This is an optimization exercise on Yosys and OpenROAD, whose aim is small area, a short achievable clock period and few clock cycles per item, not a production implementation.
The RTL was checked by simulation tests, not by an equivalence proof against the original design.
No activity file was given, so power comes from the tool's default toggle rates.

==> flow/design.v <==
module behave2p_mem
  #(parameter width=8,
    parameter depth=256,
    parameter addr_sz=$clog2(depth),
    parameter reg_rd_addr=1)
  ( 
  d_out,
  wr_en, rd_en, wr_clk, rd_clk, d_in, rd_addr, wr_addr
  );
  input        wr_en, rd_en, wr_clk;
  input        rd_clk;
  input [width-1:0] d_in;
  input [addr_sz-1:0] rd_addr, wr_addr;
  output [width-1:0]  d_out;
  logic [addr_sz-1:0] r_addr;
  reg [width-1:0]   array[0:depth-1];
  always @(posedge wr_clk)
    begin
      if (wr_en)
        begin
          array[wr_addr] <=  d_in;    
        end
    end
  generate if (reg_rd_addr == 1)
    begin : gen_reg_rd
      always @(posedge rd_clk)
        begin
          if (rd_en)
            begin
              r_addr <=  rd_addr;
            end
        end  
    end
  else
    begin : gen_noreg_rd
      assign r_addr = rd_addr;
    end
  endgenerate
  assign d_out = array[r_addr];  
endmodule
module sd_input
  #(parameter width = 8)
  (
   input              clk,
   input              reset,
   input              c_srdy,
   output reg         c_drdy,
   input [width-1:0]  c_data,
   output reg         ip_srdy,
   input              ip_drdy,
   output reg [width-1:0] ip_data
   );
  reg 	  load;
  reg 	  drain;
  reg 	  occupied, nxt_occupied;
  reg [width-1:0] hold, nxt_hold;
  reg 		  nxt_c_drdy;
  always @*
    begin
      nxt_hold = hold;
      nxt_occupied = occupied;
      drain = occupied & ip_drdy;
      load = c_srdy & c_drdy & (!ip_drdy | drain);
      if (occupied)
	ip_data = hold;
      else
	ip_data = c_data;
      ip_srdy = (c_srdy & c_drdy) | occupied;
      if (load)
	begin
	  nxt_hold = c_data;
	  nxt_occupied =  1;
	end
      else if (drain)
	nxt_occupied = 0;
      nxt_c_drdy = (!occupied & !load) | (drain & !load);
    end
  always @(posedge clk)
    begin
      hold <=  nxt_hold;  
      if (reset)
	begin
	  occupied <=  0;
	  c_drdy   <=  0;
	end
      else
	begin
	  occupied <=  nxt_occupied;
	  c_drdy   <=  nxt_c_drdy;
	end  
    end  
endmodule
module sd_output
  #(parameter width = 8)
  (
   input              clk,
   input              reset,
   input              ic_srdy,
   output reg         ic_drdy,
   input [width-1:0]  ic_data,
   output reg         p_srdy,
   input              p_drdy,
   output reg [width-1:0] p_data
   );
    assign ic_drdy = ~p_srdy | p_drdy;
    always @(posedge clk) begin
        if (reset) 
            p_srdy <= 1'b0;
        else if (ic_srdy)
            p_srdy <= 1'b1;
        else if (ic_drdy)
            p_srdy <= 1'b0;
    end
    always @(posedge clk) begin
        if (ic_srdy & ic_drdy)
            p_data <= ic_data;
    end
endmodule  
module sd_iofull
  #(parameter width = 8,
    parameter isinput = 0)
  (
   input              clk,
   input              reset,
   input              c_srdy,
   output             c_drdy,
   input [width-1:0]  c_data,
   output             p_srdy,
   input              p_drdy,
   output [width-1:0] p_data
   );
  wire                i_irdy, i_drdy;
  wire [width-1:0]    i_data;
  wire                i_srdy;
  generate if (isinput == 1)
    begin : input_config
      sd_output #(width) in
        (
         .ic_drdy                           (c_drdy),
         .p_srdy                            (i_srdy),
         .p_data                            (i_data),
         .clk                               (clk),
         .reset                             (reset),
         .ic_srdy                           (c_srdy),
         .ic_data                           (c_data),
         .p_drdy                            (i_drdy));
      sd_input #(width) out
        (
         .c_drdy                            (i_drdy),
         .ip_srdy                           (p_srdy),
         .ip_data                           (p_data),
         .clk                               (clk),
         .reset                             (reset),
         .c_srdy                            (i_srdy),
         .c_data                            (i_data),
         .ip_drdy                           (p_drdy));
    end
  else
    begin : output_config
      sd_input #(width) in
        (
         .c_drdy                            (c_drdy),
         .ip_srdy                           (i_srdy),
         .ip_data                           (i_data),
         .clk                               (clk),
         .reset                             (reset),
         .c_srdy                            (c_srdy),
         .c_data                            (c_data),
         .ip_drdy                           (i_drdy));
      sd_output #(width) out
        (
         .ic_drdy                           (i_drdy),
         .p_srdy                            (p_srdy),
         .p_data                            (p_data),
         .clk                               (clk),
         .reset                             (reset),
         .ic_srdy                           (i_srdy),
         .ic_data                           (i_data),
         .p_drdy                            (p_drdy));
    end  
  endgenerate
endmodule
module sd_fifo_c
  #(parameter width=8, 
    parameter depth=16,
    parameter usz=$clog2(depth+1)
    )
    (
     input       clk,
     input       reset,
     input       c_srdy,
     output      c_drdy,
     input [width-1:0] c_data,
     output logic [usz-1:0]    usage,
     output logic    p_srdy,
     input       p_drdy,
     output  [width-1:0] p_data
     );
  localparam asz = $clog2(depth);
  localparam npt = (depth != (2**asz));
  logic [asz-1:0]           wrptr, nxt_wrptr;
  logic [asz-1:0]           wrptr_p1;
  logic [asz-1:0]           rdptr, nxt_rdptr;
  logic [asz-1:0]           rdptr_p1;
  logic                     full;
  logic [usz-1:0]           nxt_usage;
  logic [width-1:0]         mem [0:depth-1];  
  logic                     wr_en, rd_en;
  logic                     nxt_p_srdy;
  logic [asz-1:0]           r_addr;  
  assign c_drdy = !full;
  always @*
    begin
      if (npt)
        begin
          if (wrptr == (depth-1))  
            wrptr_p1 = 0;
          else
            wrptr_p1 =  wrptr + 1;
        end
      else
        wrptr_p1 = wrptr + 1;
      full = (usage == (depth));
      if (c_srdy & !full)
        nxt_wrptr = wrptr_p1;
      else
        nxt_wrptr = wrptr;
      wr_en = (c_srdy & !full);
    end
  always @*
    begin
      if (npt)
        begin
          if (rdptr == (depth-1))  
            rdptr_p1 = 0;
          else
            rdptr_p1 =  rdptr + 1;
        end
      else
        rdptr_p1 = rdptr + 1;
      if (p_drdy & p_srdy)
        nxt_rdptr = rdptr_p1;
      else
        nxt_rdptr = rdptr;
      nxt_p_srdy = (p_srdy & ~p_drdy) | (~p_srdy & (usage > 0)) | (p_srdy & p_drdy & (usage > 1));
      rd_en = (p_srdy & p_drdy);
    end  
  always @*
    begin
      if (wr_en & !rd_en)
        nxt_usage = usage + 1;
      else if (rd_en & !wr_en)
        nxt_usage = usage - 1;
      else
        nxt_usage = usage;
    end
  always @(posedge clk)
    begin
      if (reset)
        begin
          p_srdy  <=  0;
        end
      else
        begin
          p_srdy <=  nxt_p_srdy;
        end  
    end  
  always @(posedge clk)
    begin
      if (reset)
        begin
          wrptr <=  0;
          rdptr <=  0;
          usage <=  0;
        end
      else
        begin
          wrptr <=  nxt_wrptr;
          rdptr <=  nxt_rdptr;
          usage <=  nxt_usage;
        end
   end  
  behave2p_mem #(.width (width),
                 .depth (depth),
                 .addr_sz (asz),
                 .reg_rd_addr (0))
  mem2p
  (
   .wr_en (wr_en),
   .rd_en  (1'b1),
   .wr_clk (clk),
   .rd_clk (1'b0),
   .d_in   (c_data),
   .wr_addr (wrptr),
   .rd_addr (rdptr),
   .d_out   (p_data));
endmodule
module sd_crossbar
  #(parameter inputs=4,
    parameter outputs=4,
    parameter asz=$clog2(outputs),
    parameter width=8,
    parameter ipipe=0)
  (
   input                                 clk,
   input                                 reset,
   input [inputs-1:0]                    in_srdy,
   output logic [inputs-1:0]             in_drdy,
   input [inputs-1:0][asz-1:0]           in_addr,
   input [inputs-1:0][width-1:0]         in_data,
   output logic [outputs-1:0]            out_srdy,
   input logic [outputs-1:0]             out_drdy,
   output logic [outputs-1:0][width-1:0] out_data,
   output                                int_oflow
   );
  genvar                           x, y;
  integer                          i;
  logic [outputs-1:0][width-1:0]   xbarout;
  logic [outputs-1:0]              xbarvld;
  logic [outputs-1:0][width-1:0]   r_xbarout;
  logic [outputs-1:0]              r_xbarvld;
  logic [outputs-1:0]              a_vld, b_vld;
  logic [outputs-1:0][width-1:0]   a_buf, b_buf;
  logic [outputs-1:0][inputs-1:0]  selected;
  logic [inputs-1:0]               rin_srdy;
  logic [inputs-1:0]               rin_drdy;
  logic [inputs-1:0][asz-1:0]      rin_addr;
  logic [inputs-1:0][width-1:0]    rin_data;
  logic [outputs-1:0]              out_accept;
  logic [outputs-1:0]              oflow_check;
  assign int_oflow = |oflow_check;
  function [inputs-1:0] nxt_grant;
    input [inputs-1:0] cur_grant;
    input [inputs-1:0] cur_req;
    reg [inputs-1:0]   msk_req;
    reg [inputs-1:0]   tmp_grant;
    begin
      msk_req = cur_req & ~((cur_grant - 1) | cur_grant);
      tmp_grant = msk_req & (~msk_req + 1);
      if (msk_req != 0)
        nxt_grant = tmp_grant;
      else
        nxt_grant = cur_req & (~cur_req + 1);
    end
  endfunction  
  generate
    for (y=0; y<inputs; y++)
      begin : in_hold
        sd_iofull #(.width(width+asz), .isinput(1)) reg_input
           (.clk (clk),
            .reset (reset),
            .c_srdy (in_srdy[y]),
            .c_drdy (in_drdy[y]),
            .c_data ({in_addr[y],in_data[y]}),
            .p_srdy (rin_srdy[y]),
            .p_drdy (rin_drdy[y]),
            .p_data ({rin_addr[y],rin_data[y]}));
      end  
  endgenerate
  generate
    for (y=0; y<outputs; y++)
      begin : out_bus
        logic [inputs-1:0] requests;
        logic [inputs-1:0]  grant;
        logic [inputs-1:0]  grantarb;
        logic               valid_req;
        always @(posedge clk)
          begin
            if (reset)
              grant <= {inputs{1'b0}};
            else
              grant <= grantarb;
          end
        always @*
          begin
            requests = 0;
            for (i=0; i<inputs;i=i+1)
              requests[i] = rin_srdy[i] & (rin_addr[i] == y);
            grantarb = nxt_grant(grant, requests);
            valid_req = |(rin_srdy & grantarb);
            selected[y] = grantarb;
          end
        always @*
          begin
            xbarout[y] = {width{1'b0}};
            for (i=0; i<inputs; i=i+1)
              begin
                xbarout[y] = xbarout[y] | ({width{grantarb[i]}} & rin_data[i]);
              end
            xbarvld[y] = valid_req && out_accept[y];
          end  
        logic [$clog2(3+ipipe)-1:0] usage;
        logic       oflow_drdy;
        assign out_accept[y] = (usage < 2);
        assign oflow_check[y] = ~oflow_drdy & r_xbarvld[y];
        sd_fifo_c #(.width(width), .depth(2+ipipe)) twoslot
          (
           .usage                       (usage),
           .clk                         (clk),
           .reset                       (reset),
           .c_drdy                      (oflow_drdy),
           .c_srdy                      (r_xbarvld[y]),
           .c_data                      (r_xbarout[y]),
           .p_srdy                      (out_srdy[y]),
           .p_data                      (out_data[y]),
           .p_drdy                      (out_drdy[y]));
      end
  endgenerate
  generate
    if (ipipe > 1)
      begin : multi_pipeline
        logic [ipipe-1:0][outputs-1:0][width-1:0] xbdata;
        logic [ipipe-1:0][outputs-1:0]            xbvld;
        integer                                   p;
        always @(posedge clk)
          begin
            for (p=0; p<(ipipe-1); p=p+1)
              begin
                xbdata[p] <= xbdata[p+1];
                xbvld[p]  <= xbvld[p+1];
              end
            xbdata[ipipe-1] <= xbarout;
            xbvld[ipipe-1]  <= xbarvld;
          end
        assign r_xbarout = xbdata[0];
        assign r_xbarvld = xbvld[0];
      end
    else if (ipipe == 1)
      begin : internal_pipeline
        always @(posedge clk)
          begin
            r_xbarout <= xbarout;
            r_xbarvld <= xbarvld;
          end
      end
    else
      begin : no_pipeline
        assign r_xbarout = xbarout;
        assign r_xbarvld = xbarvld;
      end
  endgenerate
  integer d, dd;
  always @*
    begin
      rin_drdy = 0;
      for (d=0; d<inputs; d=d+1)
        begin
          rin_drdy[d] = 0;
          for (dd=0; dd<outputs; dd=dd+1)
            if (selected[dd][d] & out_accept[dd])
              rin_drdy[d] = 1;
        end
    end  
endmodule  
module sd_crossbar_top
  (
   input          clk,
   input          reset,
   input  [7:0]   in_srdy,
   output [7:0]   in_drdy,
   input  [23:0]  in_addr,    
   input  [255:0] in_data,    
   output [7:0]   out_srdy,
   input  [7:0]   out_drdy,
   output [255:0] out_data,   
   output         int_oflow
   );
  sd_crossbar #(.inputs(8), .outputs(8), .width(32), .ipipe(0)) xbar
    (
     .clk       (clk),
     .reset     (reset),
     .in_srdy   (in_srdy),
     .in_drdy   (in_drdy),
     .in_addr   (in_addr),
     .in_data   (in_data),
     .out_srdy  (out_srdy),
     .out_drdy  (out_drdy),
     .out_data  (out_data),
     .int_oflow (int_oflow));
endmodule
==> flow/run.sh <==
#!/bin/bash
# synth_recipe.tcl (not shown) runs the flow's synth.tcl, then flattens the netlist and writes it again
# the make line also repeats each setting of config.mk as NAME=value (left out here)
make -C /OpenROAD-flow-scripts/flow DESIGN_CONFIG=/design/flow/config.mk WORK_HOME=/design/flow/orfs CLKGATE_MAP_FILE= SYNTH_SCRIPT=/design/flow/synth_recipe.tcl finish
==> flow/config.mk <==
export PLATFORM = sky130hd
export DESIGN_NAME = sd_crossbar_top
export DESIGN_NICKNAME = sd_crossbar_top
export VERILOG_FILES = /design/flow/design.v
export SDC_FILE = /design/flow/constraint.sdc
export NUM_CORES = 4
export LEC_CHECK = 0
export CAP_MARGIN = 20
export CORE_MARGIN = 2
export CORE_UTILIZATION = 40
export SLEW_MARGIN = 20
==> flow/constraint.sdc <==
create_clock -name core_clock -period 5.5 [get_ports {clk}]
set_input_delay 1.1000 -clock core_clock [delete_from_list [all_inputs] [get_ports {clk}]]
set_output_delay 1.1000 -clock core_clock [all_outputs]
set_load 0.01 [all_outputs]
==> results.json, run 1 <==
{
  "synth_area_per_cell_sq_um": 12.6,
  "postSynth.asyncResetShare_pct": 0,
  "hold_class": "flip-flop to flip-flop",
  "clock_latency_ns": 0.79,
  "slew_viol_final": 0,
  "track_usage_pct": 37.5,
  "leakagePower_nw": 24.3,
  "layout.nets": 5632,
  "cp_max_fo": 7,
  "ir_worst_vdd_mv": 0.286,
  "worstPathArrival_ns": 4.09,
  "max_freq_ghz": 0.193,
  "grt_pass1_vias": 48483,
  "fill_cells": 13129,
  "p_per_area_mw_per_mm2": 387,
  "period_share_pct": 94.3,
  "synth-seq-cells": 1208,
  "worstMarginPinSlew_ns": 1.18,
  "yosys_warnings": 6,
  "skew_ns": 0.0433,
  "numPortBuffers": 570,
  "timing.max_cap.violations": 0,
  "start_util_pct": 40.3,
  "cts_num_sinks": 1208,
  "syn_inst": 4778,
  "crit_family": "simple AND/OR/NAND/NOR gates",
  "status": "no timing/DRC/antenna violations",
  "netlist_area_sq_mm": 0.0602,
  "drive_gt1_share_pct": 19.4,
  "max-slew-margin-rel_pct": 20.9,
  "routabilityCongestion": 1.02,
  "hpwl_microns": 188000,
  "cp.required_ns": 4.40,
  "synth_flop_cell": "edfxtp_1",
  "finalSetupTns_ns": 0,
  "ys_types": 106,
  "final_cells": 7436,
  "placed_area_sq_mm": 0.0690,
  "critPathSlowestCell": "or3_1",
  "cts_max_path_buffers": 3,
  "seq_area_sq_mm": 0.0350,
  "post-route-util_pct": 49.4,
  "ctsHtreeMaxLevel": 4,
  "worstPathCellList": "nor3b_1, o22ai_2, or3_1, nand4b_4, a21oi_1, nor3_1, a311oi_2, nor4_2, nand3_1, dlymetal6s2s_1",
  "syn_to_final_growth_pct": 22.7,
  "critical_path_class": "flip-flop to output pin",
  "die-area_sq_mm": 0.154,
  "final_area_sq_mm": 0.0739,
  "io_pins": 571,
  "fp.dieH_microns": 392,
  "coreArea_sq_mm": 0.150,
  "cts_hold_buf": 0,
  "synth-edff-count": 1072,
  "crit_path_start_kind": "flip-flop",
  "clkTransAtPathRegs_ns": 0.06,
  "drt-initial-drc-count": 9357,
  "setup_viol": 0,
  "core.rowCount": 142,
  "fin_crit_ns": 5.19,
  "path_buf_inv": 1,
  "grt_pass1_wl_microns": 395000,
  "drc": 0,
  "wl_microns": 297000,
  "first_pass_iters": 12,
  "grt.overflow.total": 0,
  "chipWidth_microns": 392,
  "root_buffer": "clkbuf_16",
  "slowest_delay_ns": 0.45,
  "multi_input_area_sq_mm": 0.0245,
  "rsz0062_at_grt": "false",
  "wl_per_cell_microns": 40.0,
  "place_inst": 7176,
  "cts_buffers": 136,
  "num_vias": 52087,
  "cts_tree": "yes",
  "syn_nets": 5108,
  "cp-end-kind": "output pin",
  "ys_seq_area_share_pct": 58.0,
  "hold_violations": 0,
  "final_antenna_net_count": 0,
  "antenna_found_initial": 17,
  "viasPerCell": 7.00,
  "grt_max_degree": 65
}
## path summary, 6_finish.rpt
| check | start | to | slack [ns] | cells past startpoint |
|---|---|---|---|---|
| hold / removal | flip-flop | xbar.in_hold[7].reg_input.input_config.out.hold[8] | 0.45 | 0 |
| setup / recovery | flip-flop | int_oflow | 0.31 | 10 |
| setup reg to reg | flip-flop | flip-flop | 0.74 | 11 |
| hold reg to reg | flip-flop | xbar.in_hold[7].reg_input.input_config.out.hold[8] | 0.45 | 0 |
## placed cells by master (no fill, tap or decap), types with 83 or more instances in the layout
master,count
a21oi_1,224
a221oi_1,112
a222oi_1,103
a22oi_1,152
buf_4,140
clkbuf_16,140
clkdlybuf4s50_1,568
dfxtp_1,120
edfxtp_1,1072
mux2_2,482
mux2i_1,226
nand2_1,244
nand3_1,134
nor2_1,267
o211ai_1,88
o21ai_0,83
o22ai_1,260
## synthesized netlist by cell type, types with 47 or more instances
master	count	area, sq um
edfxtp_1	1072	32200
mux2_2	482	5430
nor2_1	278	1040
o22ai_1	273	1710
clkbuf_1	264	991
nand2_1	248	931
a21oi_1	232	1160
mux2i_1	226	2260
a22oi_1	161	1210
nand3_1	137	686
dfxtp_1	136	2720
a221oi_1	113	990
a222oi_1	103	1030
o211ai_1	88	661
o21ai_0	83	415
nor2b_1	80	500
nor3_1	55	275
inv_1	47	176
## timing repair
item	in CTS	in global routing
endpoints found under the setup margin	1	1
pin swaps	1	2
resized for setup	25	21
buffers inserted	2	1
## report_power, final
part           internal, W  switching [W]
combinational      0.00284        0.00447
clock              0.00537        0.00390
sequential          0.0112       0.000802
total               0.0195        0.00917
## kinds of logic (layout without fill, tap and decap cells)
group           Yosys count  count (layout)  share of synthesized area (%)
buf+inv                 392            1022                           2.61
xor+xnor                 32              32                          0.465
simple gates           1050            1050                           8.90
flops                  1208            1208                           58.0
fa+ha+maj                38              38                          0.769
compound gates         1350            1350                           16.5
mux                     708             708                           12.8
other cells               0              12                              0
## cell type report
type	count	area share, %
clock buffers	169	4.90
well taps	2016	3.41
flip-flops and latches	1208	47.3
multi-input cells	3178	33.2
diodes	12	0.0406
clock inverters	75	1.18
repair buffers	730	9.69
inverters	48	0.244
## state kept, by name, summed over array words and instances, names as in the netlist, named ones only
| register | flops |
|---|---|
| xbar.out_bus.twoslot.p_srdy | 8 |
| xbar.out_bus.twoslot.usage | 16 |
| xbar.in_hold.reg_input.input_config.out.hold | 280 |
| xbar.in_hold.reg_input.input_config.out.c_drdy | 8 |
| xbar.in_hold.reg_input.input_config.in.p_data | 280 |
| xbar.in_hold.reg_input.input_config.in.p_srdy | 8 |
| xbar.out_bus.twoslot.wrptr | 8 |
| xbar.in_hold.reg_input.input_config.out.occupied | 8 |
| xbar.out_bus.grant | 64 |
| xbar.out_bus.twoslot.rdptr | 8 |
| xbar.out_bus.twoslot.mem2p.array | 512 |
## routing by layer
layer	share of wire, %	vias to the layer above	track usage, %
met3	15	1290	15.1
li1	-	20376	-
met5	0.051	-	0.606
met1	37	25590	48.6
met4	7.3	8	21.6
met2	40	4823	52.6
## metrics by stage
stage / power (W) / hold slack (ns) / setup slack, ns
floorplan: 0.0153 / 0.422 / 1.00
global placement: 0.0192 / 0.438 / 0.574
detailed placement: 0.0192 / 0.430 / 0.576
CTS: 0.0284 / 0.443 / 0.00598
global route: 0.0293 / 0.450 / 0.0912
finish: 0.0286 / 0.446 / 0.315
Testbench counts, summed over its fixed seeds: cycles 2,394, items 8,192.
==> run 2, diff against run 1 <==
--- a/flow/design.v
+++ b/flow/design.v
@@ -467,14 +467,99 @@
    );
-  sd_crossbar #(.inputs(8), .outputs(8), .width(32), .ipipe(0)) xbar
-    (
-     .clk       (clk),
-     .reset     (reset),
-     .in_srdy   (in_srdy),
-     .in_drdy   (in_drdy),
-     .in_addr   (in_addr),
-     .in_data   (in_data),
-     .out_srdy  (out_srdy),
-     .out_drdy  (out_drdy),
-     .out_data  (out_data),
-     .int_oflow (int_oflow));
+  integer i, o;
+  reg [7:0]     idle;         
+  reg [7:0]     ra [0:7];     
+  reg [31:0]    rd [0:7];
+  reg [7:0]     ov;
+  reg [31:0]    od [0:7];
+  reg [7:0]     pri;          
+  reg           oflow;
+  reg [7:0]     req  [0:7];
+  reg [7:0]     win  [0:7];
+  reg [7:0]     hit;
+  reg [7:0]     load;
+  reg [7:0]     moved;
+  reg [7:0]     rv;
+  reg [31:0]    xbar [0:7];
+  assign in_drdy   = idle;
+  assign out_srdy  = ov;
+  assign int_oflow = oflow;
+  genvar g;
+  generate
+    for (g = 0; g < 8; g = g + 1)
+      begin : outs
+        assign out_data[32*g +: 32] = od[g];
+      end
+  endgenerate
+  function [7:0] first;
+    input [7:0] x;
+    integer k;
+    reg     seen;
+    begin
+      seen = 1'b0;
+      for (k = 0; k < 8; k = k + 1)
+        begin
+          first[k] = x[k] & ~seen;
+          seen = seen | x[k];
+        end
+    end
+  endfunction
+  always @*
+    begin
+      moved = 8'b0;
+      for (i = 0; i < 8; i = i + 1)
+        rv[i] = |ra[i];
+      for (o = 0; o < 8; o = o + 1)
+        begin
+          for (i = 0; i < 8; i = i + 1)
+            req[o][i] = ra[i][o];
+          hit = req[o] & pri;
+          if (hit != 8'b0)
+            win[o] = first(hit);
+          else
+            win[o] = first(req[o]);
+          load[o] = ~ov[o] | out_drdy[o];
+          xbar[o] = {32{~load[o]}} & od[o];
+          for (i = 0; i < 8; i = i + 1)
+            xbar[o] = xbar[o] | ({32{win[o][i] & load[o]}} & rd[i]);
+          moved = moved | ({8{load[o]}} & win[o]);
+        end
+    end
+  always @(posedge clk)
+    begin
+      for (o = 0; o < 8; o = o + 1)
+        od[o] <= xbar[o];
+      for (i = 0; i < 8; i = i + 1)
+        if (idle[i] | moved[i])
+          rd[i] <= in_data[32*i +: 32];
+      if (reset)
+        begin
+          ov    <= 8'b0;
+          idle  <= 8'hff;
+          pri   <= 8'hff;
+          oflow <= 1'b0;
+          for (i = 0; i < 8; i = i + 1)
+            ra[i] <= 8'b0;
+        end
+      else
+        begin
+          for (o = 0; o < 8; o = o + 1)
+            ov[o] <= (load[o] & (req[o] != 8'b0)) | (ov[o] & ~out_drdy[o]);
+          oflow <= 1'b0;    
+          pri   <= pri[6] ? {pri[6:0], 1'b0} : 8'hff;
+          for (i = 0; i < 8; i = i + 1)
+            if (!idle[i])
+              begin
+                if (moved[i])
+                  begin
+                    ra[i]   <= in_srdy[i] ? (8'b1 << in_addr[3*i +: 3]) : 8'b0;
+                    idle[i] <= 1'b1;
+                  end
+              end
+            else
+              begin
+                ra[i]   <= (in_srdy[i] & ~moved[i]) ? (8'b1 << in_addr[3*i +: 3]) : 8'b0;
+                idle[i] <= ~(in_srdy[i] & ~moved[i]);
+              end
+        end
+    end
 endmodule
==> flow/flow/run.sh (new file) <==
#!/bin/bash
# The standard layout, with plain buf_1 cells as the port buffers (the
# placer's default pick is the larger, slower clkdlybuf4s50_1).  Timing
# repair still resizes any of them that sit on a critical path.
set -euo pipefail
export BUFFER_PORTS_ARGS="-buffer_cell sky130_fd_sc_hd__buf_1"
bash standard.sh > standard.log 2>&1
==> flow/standard.sh (new file) <==
#!/bin/bash
# synth_recipe.tcl (not shown) runs the flow's synth.tcl, then flattens the netlist and writes it again
# the make line also repeats each setting of config.mk as NAME=value (left out here)
make -C /OpenROAD-flow-scripts/flow DESIGN_CONFIG=/design/flow/config.mk WORK_HOME=/design/flow/orfs CLKGATE_MAP_FILE= SYNTH_SCRIPT=/design/flow/synth_recipe.tcl "${@:-finish}"
--- a/flow/config.mk
+++ b/flow/config.mk
@@ -9,3 +9,5 @@
 export CORE_MARGIN = 2
-export CORE_UTILIZATION = 40
+export CORE_UTILIZATION = 30
+export PLACE_DENSITY = 0.4
+export SETUP_SLACK_MARGIN = 2.5
 export SLEW_MARGIN = 20
removed: flow/run.sh
==> run 2 against run 1 <==
Compared with the run above:
- utilization shrank 12 points
- die area shrank 31%
- via count shrank 33%
- clock skew shrank 0.015 ns
- count of clock-buffer cells in the layout shrank 61
- largest power group unchanged
- combinational power shrank 54%
- sequential share of layout area shrank 8.6 points
- synthesized cell count shrank 33%
- highest routed layer unchanged
==> results.json, run 2 <==
{
  "status": "no timing/DRC/antenna violations",
  "track_usage_pct": 38.6,
  "root_buffer": "clkbuf_16",
  "grt_max_degree": 41,
  "slowest_delay_ns": 0.71,
  "clkTransAtPathRegs_ns": 0.06,
  "cts_max_path_buffers": 3,
  "layout_setup_ws_ns": 2.47,
  "yosys_warnings": 7,
  "max_freq_ghz": 0.330,
  "postSynth.asyncResetShare_pct": 0,
  "die-area_sq_mm": 0.105,
  "grt.overflow.total": 0,
  "cts_tree": "yes",
  "antenna_found_initial": 8,
  "yosysMostFrequentCell": "nand2_1",
  "dp_slack_ns": 1.03,
  "synth-seq-cells": 599,
  "routabilityCongestion": 0.957,
  "top_regs": "od: 256 flops, rd: 256 flops, ra: 64 flops",
  "wl_per_cell_microns": 43.5,
  "final_area_sq_mm": 0.0377,
  "numPortBuffers": 569,
  "cp.required_ns": 6.09,
  "rsz0062_at_grt": "true",
  "drc": 0,
  "slew_viol_final": 0,
  "wl_microns": 214000,
  "hold_class": "flip-flop to flip-flop",
  "worstPathArrival_ns": 3.62,
  "crit_path_start_kind": "flip-flop",
  "setup_viol": 0,
  "mostFrequentLayoutCell": "buf_1",
  "seq_area_sq_mm": 0.0146,
  "syn_to_final_growth_pct": 22.3,
  "cp_max_fo": 32,
  "leakagePower_nw": 13.5,
  "worstPathCellList": "or3_1, nor4_1, o221a_2, buf_4, nand2_1, nand4_1",
  "drive_gt1_share_pct": 11.7,
  "multi_input_area_sq_mm": 0.0153,
  "cp-end-kind": "flip-flop",
  "skew_ns": 0.0286,
  "grt_use_met1_pct": 49.8,
  "syn_nets": 3491,
  "synth_top_area_share_pct": 24.9,
  "fill_cells": 10277,
  "io_pins": 571,
  "num_vias": 35064,
  "synth-edff-count": 256,
  "ys_seq_area_share_pct": 47.2,
  "layout.nets": 3783,
  "fin_crit_ns": 3.03,
  "first_pass_iters": 14,
  "cts_buffers": 75,
  "use_met3_pct": 10.8,
  "placed_area_sq_mm": 0.0339,
  "most-common-layout-cells": "568 x buf_1, 446 x nand2_1, 392 x a222oi_1, 334 x dfxtp_1, 256 x edfxtp_1",
  "grt_pass1_wl_microns": 286000,
  "critical_path_class": "flip-flop to flip-flop",
  "path_buf_inv": 1,
  "busiest_layer": "met2",
  "syn_inst": 3193,
  "synth_flop_cell": "dfxtp_1",
  "coreArea_sq_mm": 0.102,
  "final_antenna_net_count": 0,
  "viasPerCell": 7.14,
  "worstMarginPinSlew_ns": 1.19,
  "finalSetupTns_ns": 0,
  "period_share_pct": 55.1,
  "ys_types": 75,
  "p_per_area_mw_per_mm2": 406,
  "synth_top_cell_by_area": "edfxtp_1",
  "chipWidth_microns": 325,
  "timing.max_cap.violations": 0,
  "cts_num_sinks": 599,
  "max-slew-margin-rel_pct": 20.7,
  "synth_common_cells": "448 x nand2_1, 433 x clkbuf_1, 392 x a222oi_1",
  "crit_family": "simple AND/OR/NAND/NOR gates",
  "drt-initial-drc-count": 8379,
  "grt_use_met2_pct": 57.0,
  "core.rowCount": 117,
  "ir_worst_vdd_mv": 0.196,
  "fp.dieH_microns": 325,
  "grt_pass1_vias": 33868,
  "ctsHtreeMaxLevel": 3,
  "hold_violations": 0,
  "ys_top_cells_by_area": "edfxtp_1 25%, dfxtp_1 22%, a222oi_1 13%",
  "clock_latency_ns": 0.67,
  "netlist_area_sq_mm": 0.0308,
  "hpwl_microns": 123000,
  "start_util_pct": 30.3,
  "critPathSlowestCell": "nor4_1",
  "synth_area_per_cell_sq_um": 9.65
}
run 2: through the flow:
stage               util, %  cells  hold WS [ns]  total power [W]
floorplan                 -   3193         0.466          0.00771
global placement       33.3   4697         0.492          0.00963
detailed placement     33.3   4697         0.487          0.00967
CTS                    36.7   4897         0.501           0.0151
global route           37.0   4912         0.523           0.0156
finish                 37.0   4913         0.497           0.0153
run 2: where the power goes:
group	internal [W]	switching, W	total (W)	leakage (nW)
clock	0.00292	0.00213	0.00505	1.18
sequential	0.00547	0.00143	0.00690	5.45
combinational	0.00112	0.00224	0.00335	6.91
total	0.00950	0.00580	0.0153	13.5
run 2: path summary, 6_finish.rpt:
kind | from | endpoint | slack, ns | cells after the start
worst min-delay path | od[2][10] | od[2][10] | 0.50 | 2
worst max register to register | ra[0][5] | od[5][8] | 2.47 | 6
worst min register to register | od[2][10] | od[2][10] | 0.50 | 2
worst max-delay path | ra[0][5] | od[5][8] | 2.47 | 6
run 2: kinds of logic after synthesis:
logic type	after synthesis	share of synthesized area, %
and+or+nand+nor	952	14.6
muxes	47	1.66
other	1	0.0122
buffers and inverters	539	6.71
DFF	599	47.2
AOI/OAI and AO/OA	1054	29.8
xor gates and xnor gates	1	0.0284
run 2: layout make-up:
| cell class | count | share of cell area [%] |
|---|---|---|
| clock buffer | 108 | 5.86 |
| clock inverter | 28 | 0.574 |
| sequential | 599 | 38.7 |
| inverter | 21 | 0.209 |
| antenna | 1 | 0.00664 |
| multi-input combinational | 2067 | 40.5 |
| tap | 1368 | 4.54 |
| timing repair buffer | 721 | 9.68 |
run 2: repair_timing:
| item | CTS | global route |
|---|---|---|
| setup buffers | 52 | 14 |
| endpoints found under the setup margin | 533 | 288 |
| gates cloned | 12 | 1 |
| pin swaps | 23 | 12 |
| resized for setup | 69 | 28 |
| hold buffers | 0 | 0 |
run 2: worst min-delay path, cell delays in order (launching register included):
cell	delay, ns
dfxtp_1	0.33
a221oi_1	0.08
nand3_1	0.06
run 2: layer usage:
layer | part of all wire [%] | wire (microns) | vias up
met5 | 0.011 | 23 | -
met3 | 13 | 27800 | 776
met2 | 42 | 90100 | 3487
met1 | 38 | 80800 | 17245
met4 | 7.1 | 15100 | 4
li1 | - | - | 13552
Testbench counts of run 2, summed over its fixed seeds: cycles 1,985, items 8,192.
==> run 3, diff against run 2 <==
--- a/flow/config.mk
+++ b/flow/config.mk
@@ -9,4 +9,4 @@
 export CORE_MARGIN = 2
-export CORE_UTILIZATION = 30
-export PLACE_DENSITY = 0.4
+export CORE_UTILIZATION = 35
+export PLACE_DENSITY = 0.55
 export SETUP_SLACK_MARGIN = 2.5
==> run 3 against run 2 <==
Compared with the run above:
- still clean on timing, DRC and antenna
- design area down 1.4%
- hold slack lost 0.011 ns
- setup slack better by 0.024 ns
- power fell by 1.5%
- fmax up 0.79%
- area after synthesis unchanged
- via count fell by 1.7%
- combinational power decreased by 3%
- wire length fell by 12%
- critical path type is now input pin to flip-flop
- largest power group unchanged
==> results.json, run 3 <==
{
  "timing.max_cap.violations": 0,
  "cp-end-kind": "flip-flop",
  "track_usage_pct": 39.6,
  "worstPathArrival_ns": 3.28,
  "hold_class": "flip-flop to flip-flop",
  "grt_pass1_wl_microns": 255000,
  "wl_per_cell_microns": 40.4,
  "fill_cells": 8538,
  "yosysMostFrequentCell": "nand2_1",
  "core.rowCount": 108,
  "finalSetupTns_ns": 0,
  "critical_path_class": "input pin to flip-flop",
  "numPortBuffers": 569,
  "io_pins": 571,
  "top_regs": "od: 256 flops, rd: 256 flops, ra: 64 flops",
  "drive_gt1_share_pct": 11.3,
  "first_pass_iters": 12,
  "ys_seq_area_share_pct": 47.2,
  "coreArea_sq_mm": 0.0870,
  "netlist_area_sq_mm": 0.0308,
  "postSynth.asyncResetShare_pct": 0,
  "final_antenna_net_count": 0,
  "p_per_area_mw_per_mm2": 405,
  "synth_flop_cell": "dfxtp_1",
  "clkTransAtPathRegs_ns": 0.06,
  "viasPerCell": 7.36,
  "start_util_pct": 35.4,
  "ctsHtreeMaxLevel": 3,
  "hpwl_microns": 111000,
  "routabilityCongestion": 1.02,
  "seq_area_sq_mm": 0.0146,
  "yosys_warnings": 7,
  "leakagePower_nw": 13.4,
  "grt_max_degree": 37,
  "drt-initial-drc-count": 9161,
  "rsz0062_at_grt": "false",
  "status": "no timing/DRC/antenna violations",
  "max_freq_ghz": 0.333,
  "chipWidth_microns": 301,
  "grt_pass1_vias": 31980,
  "setup_viol": 0,
  "synth_common_cells": "448 x nand2_1, 433 x clkbuf_1, 392 x a222oi_1",
  "ys_top_cells_by_area": "edfxtp_1 25%, dfxtp_1 22%, a222oi_1 13%",
  "fp.dieH_microns": 301,
  "most-common-layout-cells": "568 x buf_1, 447 x nand2_1, 392 x a222oi_1, 334 x dfxtp_1, 256 x edfxtp_1",
  "placed_area_sq_mm": 0.0336,
  "r2r_start": "ra[0][1]",
  "mostFrequentLayoutCell": "buf_1",
  "regToRegSetupSlack_ns": 2.50,
  "cts_hold_buf": 0,
  "path_buf_inv": 2,
  "cts_max_path_buffers": 3,
  "cts_num_sinks": 599,
  "clock_latency_ns": 0.67,
  "syn_to_final_growth_pct": 20.6,
  "crit_family": "simple AND/OR/NAND/NOR gates",
  "hold_violations": 0,
  "cts_buffers": 69,
  "worstMarginPinSlew_ns": 1.15,
  "multi_input_area_sq_mm": 0.0152,
  "period_share_pct": 54.6,
  "critPathSlowestCell": "or4_4",
  "synth_top_area_share_pct": 24.9,
  "cp_max_fo": 8,
  "synth-edff-count": 256,
  "final_area_sq_mm": 0.0372,
  "die-area_sq_mm": 0.0905,
  "holdWs_ns": 0.485,
  "syn_nets": 3491,
  "crit_path_start_kind": "input pin",
  "num_vias": 34454,
  "ys_types": 75,
  "ir_worst_vdd_mv": 0.215,
  "cts_tree": "yes",
  "max-slew-margin-rel_pct": 23.5,
  "slowest_delay_ns": 0.52,
  "grt.overflow.total": 0,
  "syn_inst": 3193,
  "power_w": 0.0151,
  "drc": 0,
  "worstPathCellList": "buf_1, nand2b_2, and3_1, a21boi_0, o211a_4, or4_4, nor2_8, buf_12, nand2_4",
  "antenna_found_initial": 6,
  "synth-seq-cells": 599,
  "root_buffer": "clkbuf_16",
  "hold_path_startpoint": "od[2][31]",
  "skew_ns": 0.0505,
  "wl_microns": 189000,
  "cp-startpoint": "out_drdy[4]",
  "fin_crit_ns": 3.01,
  "cp.required_ns": 5.78,
  "layout.nets": 3765,
  "synth_top_cell_by_area": "edfxtp_1",
  "slew_viol_final": 0,
  "synth_area_per_cell_sq_um": 9.65
}
-- run 3: cell counts after synthesis --
No cell type changed its count.
-- run 3: power by group --
group | internal, W | switching (W) | total (W)
Clock | 0.00293 | 0.00211 | 0.00504
Combinational | 0.00106 | 0.00218 | 0.00324
Sequential | 0.00546 | 0.00132 | 0.00678
-- run 3: final cells by class --
class | instances | area share (%)
repair buffers | 710 | 9.34
diodes | 5 | 0.0336
clock buffers | 81 | 4.93
multi-input cells | 2066 | 40.8
clock inverters | 44 | 1.55
well taps | 1155 | 3.89
flip-flops and latches | 599 | 39.2
inverters | 21 | 0.212
-- run 3: stage by stage --
| step | std cells | util [%] | setup WS, ns |
|---|---|---|---|
| after floorplan | 3193 | - | 2.51 |
| after global placement | 4476 | 38.6 | 1.18 |
| after detailed placement | 4476 | 38.6 | 1.08 |
| after CTS | 4654 | 42.4 | 2.49 |
| after global routing | 4680 | 42.7 | 2.46 |
| final | 4681 | 42.7 | 2.49 |
-- run 3: path summary, 6_finish.rpt --
path                                   to  cells after the start
worst max register to register  od[1][11]                      8
worst min-delay path            od[2][31]                      2
worst max-delay path            rd[6][18]                      9
worst min register to register  od[2][31]                      2
-- run 3: cells by family after synthesis --
| group | Yosys count | share of synthesized area, % |
|---|---|---|
| buffers and inverters | 539 | 6.71 |
| DFF | 599 | 47.2 |
| xor gates and xnor gates | 1 | 0.0284 |
| muxes | 47 | 1.66 |
| and+or+nand+nor | 952 | 14.6 |
| other | 1 | 0.0122 |
| AOI/OAI and AO/OA | 1054 | 29.8 |
-- run 3: layer usage --
layer / track usage [%] / vias to the layer above / routed length, microns
li1: - / 13499 / -
met1: 50.3 / 16436 / 67000
met2: 54.3 / 3713 / 75400
met3: 16.3 / 804 / 31400
met4: 26.8 / 2 / 15100
met5: 1.11 / - / 91
-- run 3: worst register-to-register path, delay by kind of cell, from the launching register on --
family,cells,cell delay [ns]
compound gates,3,0.70
buf+inv,2,0.52
flops,1,0.40
simple gates,3,1.32
-- run 3: timing repair --
item | in CTS | in global routing
pin swaps | 26 | 10
setup endpoints to repair | 498 | 162
resized for setup | 58 | 22
cloned | 11 | 2
setup buffers | 42 | 20

## separate check: timing with driven ports
The results above use ideal ports. As a check the final layouts listed here were re-extracted and re-timed, cells and wires unchanged. Step 1 sets driving cells, clkbuf_16 on the clock port and buf_2 on the other inputs (assumed; they add their load-dependent delay and slew). Step 2 times the ports against the registers' clock, not the clock port: input delays grow and output delays shrink by t, the midpoint of the rising clock arrivals with the driver on. Three values: ideal, step 1, step 2; two values: the first two.
run | t, ns | slack for setup (ns) | worst slew at a driven data input, ns | pins driven straight from the clock port
run 1 | 0.855 | 0.315 / 0.233 / 0.743 | 0.06 | 1
run 2 | 0.730 | 2.471 / 2.471 / 1.882 | 0.10 | 1
run 3 | 0.713 | 2.495 / 2.477 / 1.764 | 0.16 | 1
After both steps every run listed still meets setup and hold. For run 3, which loses most, drivers alone change the setup slack by -0.018 ns; drivers and shift together by -0.731 ns.
